Background: an optimization exercise with open tools, aiming at small area and a short achievable clock period. Do not read the settings as production practice. Where RTL was checked, it was by simulation tests only, not by an equivalence proof against the original. No activity file was given, so power comes from the tool's default toggle rates.

== old ==
==> flow/design.v (excerpt) <==
module mult_top(
    input clk,
    input  [15:0] x,
    input  [15:0] y,
    output reg [31:0] p_out
    );
For scale: ~1100 cells after synthesis, about 67 flip-flops.
Settings: LEC_CHECK=0, ABC_AREA=1, CAP_MARGIN=20, CORE_MARGIN=2, CORE_UTILIZATION=40, SETUP_SLACK_MARGIN=0, SLEW_MARGIN=20; clock period 7.0 ns.
run.sh (not shown) runs the stock make flow with config.mk's settings and CLKGATE_MAP_FILE= SYNTH_SCRIPT=/design/flow/synth_recipe.tcl, a recipe that flattens the netlist after the stock synthesis.
The following lists how new was set up differently from old:
diff --git a/flow/config.mk b/flow/config.mk
--- a/flow/config.mk
+++ b/flow/config.mk
@@ -11,3 +11,3 @@
 export CORE_UTILIZATION = 40
-export SETUP_SLACK_MARGIN = 0
+export SETUP_SLACK_MARGIN = 3.5
 export SLEW_MARGIN = 20
Notes after the runs:
For old and new, there was not a single run that failed to finish clean.
A endpoint of the most critical setup path of p_out[28] is what old shows, while p_out[9] belongs to new.
Compared with old, in new initial core utilization level; area of all placed cells without fillers moved up; area overhead of the layout relative to synthesis moved up.
Looking at multi-input logic area, new sits about 23% above old.
Looking at number of clock buffer instances in the layout, new sits below old.
| share of total power in the clock network | higher: old |
No run of this note included a check of the RTL's function; only the layout flow was run.

---

## build 86
mult_top, a different RTL version from the one above (not shown whole).
Size: ~1000 cells after synthesis, roughly 63 flip-flops, ~65 I/O pins.
Design mult_top, start of the top module:
module mult_top(
    input clk,
    input  [15:0] x,
    input  [15:0] y,
    output reg [31:0] p_out
    );
    wire [17:0] h_d;
    wire yneg_d, sn_d;
    wire [4:0] ksum_d;
    wire [5:0] m_d;
    ELM_front front(.x(x), .y(y), .h(h_d), .yneg(yneg_d), .ksum(ksum_d),
                    .m(m_d), .sn(sn_d));
    reg [17:0] h_q;
    reg yneg_q, sn_q;
    reg [4:0] ksum_q;
    reg [5:0] m_q;
    wire [31:0] P_vec;
    ELM_back back(.h(h_q), .yneg(yneg_q), .ksum(ksum_q), .m(m_q),
                  .sn(sn_q), .p(P_vec));
    always @(posedge clk)
    begin
        h_q <= h_d;
        yneg_q <= yneg_d;
        ksum_q <= ksum_d;
        m_q <= m_d;
        sn_q <= sn_d;
        p_out <= P_vec;
    end
endmodule
export LEC_CHECK = 0
export ABC_AREA = 1
export CAP_MARGIN = 20
export CORE_MARGIN = 2
export CORE_UTILIZATION = 40
export CTS_BUF_LIST = sky130_fd_sc_hd__clkbuf_4
export CTS_CLUSTER_SIZE = 6
export SETUP_SLACK_MARGIN = 3.1
export SLEW_MARGIN = 20
create_clock -name core_clock -period 7.0 [get_ports {clk}]
standard.sh (not shown) runs the stock make flow with config.mk's settings and CLKGATE_MAP_FILE= SYNTH_SCRIPT=/design/flow/synth_recipe.tcl, a recipe that flattens the netlist after the stock synthesis.
==> flow/flow/run.sh <==
#!/bin/bash
# Standard layout, with two changes passed to the ORFS make run:
#  - no full/half adder cell extraction in synthesis (ABC maps the adders),
#  - port buffers made from the smallest buffer cell.
export ADDER_MAP_FILE=
export BUFFER_PORTS_ARGS="-buffer_cell sky130_fd_sc_hd__buf_1"
bash standard.sh > standard.log 2>&1
Every stage of the flow completed for build 86, and the final layout passed the timing, design-rule and antenna checks.
Edits applied to the flow inputs when going from build 86 to build 38:
Settings: removing CTS_CLUSTER_SIZE (formerly 6); changing SETUP_SLACK_MARGIN from 3.1 to 3.3; changing CTS_BUF_LIST from sky130_fd_sc_hd__clkbuf_4 to sky130_fd_sc_hd__clkbuf_4 sky130_fd_sc_hd__clkbuf_8.
==> run notes <==
- Looking at critical path depth, build 38 sits 2 higher than build 86 does.
- The run with more setup slack is build 38; build 86 has less.
- Reported leakage power deteriorates in build 38 relative to build 86.
- The non-clock buffer count in build 38 was higher than what build 86 gave.
- What build 86 reported for final area has to be multiplied by 1.10 to get the figure for build 38.
- Count of cells resized by post-cts repair in build 38 vs build 86: up 8
diff inputs: build 38 => build 49
Settings: changing CTS_BUF_LIST from sky130_fd_sc_hd__clkbuf_4 sky130_fd_sc_hd__clkbuf_8 to sky130_fd_sc_hd__clkbuf_4; setting TNS_END_PERCENT to 0 for the first time; changing SETUP_SLACK_MARGIN from 3.3 to 3.6; setting CTS_CLUSTER_SIZE to 6 for the first time.
==> run notes <==
Global-route usage essentially unchanged between build 49 and build 38. Build 49 leaves more setup margin than build 38. On utilization, the higher figure sits with build 38, not build 49. Taking build 38 as the reference, in build 49 non-clock buffer count in the final layout shrank by about 16%; number of gates on the worst path with buffers counted shrank by 2; final design area excluding fillers shrank by about 4%; worst stage delay on the critical path grew by 40 ps.
Setup changes, build 49 to build 97
Settings: clearing TNS_END_PERCENT, which used to be 0; swapping 3.6 for 3.3 in SETUP_SLACK_MARGIN.
## What came out
Changes observed in build 97 relative to build 49: setup slack after layout went down 50 ps; total power went down 0.049 mW; design area went down 1.7%.
Fmax, build 97 and build 49, higher one = build 49.
[compare] base=build 49 new=build 97: post-layout utilization of the core -0.82 points, part of the power in the clock network now smaller, routed wire length saw a decrease, first-pass GRT wire length dropped 0.66%, critical path required time stayed essentially flat.
Count of clock-buffer cells in the layout is higher on build 97

---

== build 63 ==
mult_top again, from the RTL that the note above started with.
export LEC_CHECK = 0
export ABC_AREA = 1
export CAP_MARGIN = 20
export CORE_MARGIN = 2
export CORE_UTILIZATION = 40
export CTS_BUF_LIST = sky130_fd_sc_hd__clkbuf_4
export CTS_CLUSTER_SIZE = 6
export SETUP_SLACK_MARGIN = 3.9
export SLEW_MARGIN = 20
export TNS_END_PERCENT = 0
create_clock -name core_clock -period 7.0 [get_ports {clk}]
Scripts as last shown in full above: flow/flow/run.sh
Modified inputs, build 42 compared to build 63
Settings: SETUP_SLACK_MARGIN changed from 3.9 to 3.3; PLACE_DENSITY newly set to 0.75; TNS_END_PERCENT removed (was 0).
- No stage failed in build 42, and the final checks on the layout all came back clean.
- Relative to build 63, the leakage power of the design of build 42 is lower by 1.8%.
- [compare] base=build 63 new=build 42: via count grew by about 1.4%; part of the cycle the worst path needs grew by 0.96 points; routed wire length shrank by about 2.8%; design area shrank by about 2.5%; routed wire length on met3 grew by about 12%.
For build 69, these inputs were changed with respect to build 42:
Settings: TNS_END_PERCENT now 0, previously not set; PLACE_DENSITY no longer set, was 0.75.
Notes after the runs:
No run among build 42 and build 69 stopped early or left any final violation; all are clean. Taking build 42 as the reference, in build 69 leakage power of the design went down by 2.5%; net switching fraction of the power increased 1.2 points; detailed-route wire length down 310 µm. Build 42 leaves more setup margin than build 69. | total of plain and repair buffers excluding clock buffers | higher: build 42 |. Between build 69 and build 42, the clock transition time at the flip-flop clock pins of the worst setup and hold paths does not differ in any meaningful way. Per the comparison of build 69 with build 42, design area now smaller; core utilization now smaller; filler-free cell count of the finished design has remained practically unchanged; number of DRC markers in iteration 0 went down.

-- port drivers added, routing unchanged --
How much do the figures lean on ideal ports? The routed layouts below were timed once more, with nothing changed but the port constraints.
Step 1, drivers: a clkbuf_16 drives clk and a buf_2 each remaining input, both assumed.
Step 2 times the ports against the registers' clock, not the clock port: input delays grow and output delays shrink by t, the midpoint of the rising clock arrivals with the driver on.
a / b / c = ideal / step 1 / step 2; a / b = the first two.
run	t (ns)	slack for setup (ns)	hold WS [ns]
old	0.376	1.397 / 1.397 / 1.235	0.513 / 0.513 / 0.513
new	0.386	2.710 / 2.710 / 2.710	0.569 / 0.569 / 0.569
build 86	0.435	3.365 / 3.373 / 2.938	0.548 / 0.548 / 0.548
build 38	0.374	3.416 / 3.417 / 3.042	0.541 / 0.541 / 0.541
build 49	0.444	3.568 / 3.562 / 3.118	0.536 / 0.536 / 0.536
build 97	0.435	3.517 / 3.525 / 3.089	0.548 / 0.548 / 0.548
build 63	0.444	3.568 / 3.562 / 3.118	0.536 / 0.536 / 0.536
build 42	0.457	3.500 / 3.510 / 3.053	0.534 / 0.534 / 0.534
build 69	0.435	3.366 / 3.375 / 2.940	0.548 / 0.548 / 0.548
After both steps every run listed still meets setup and hold.
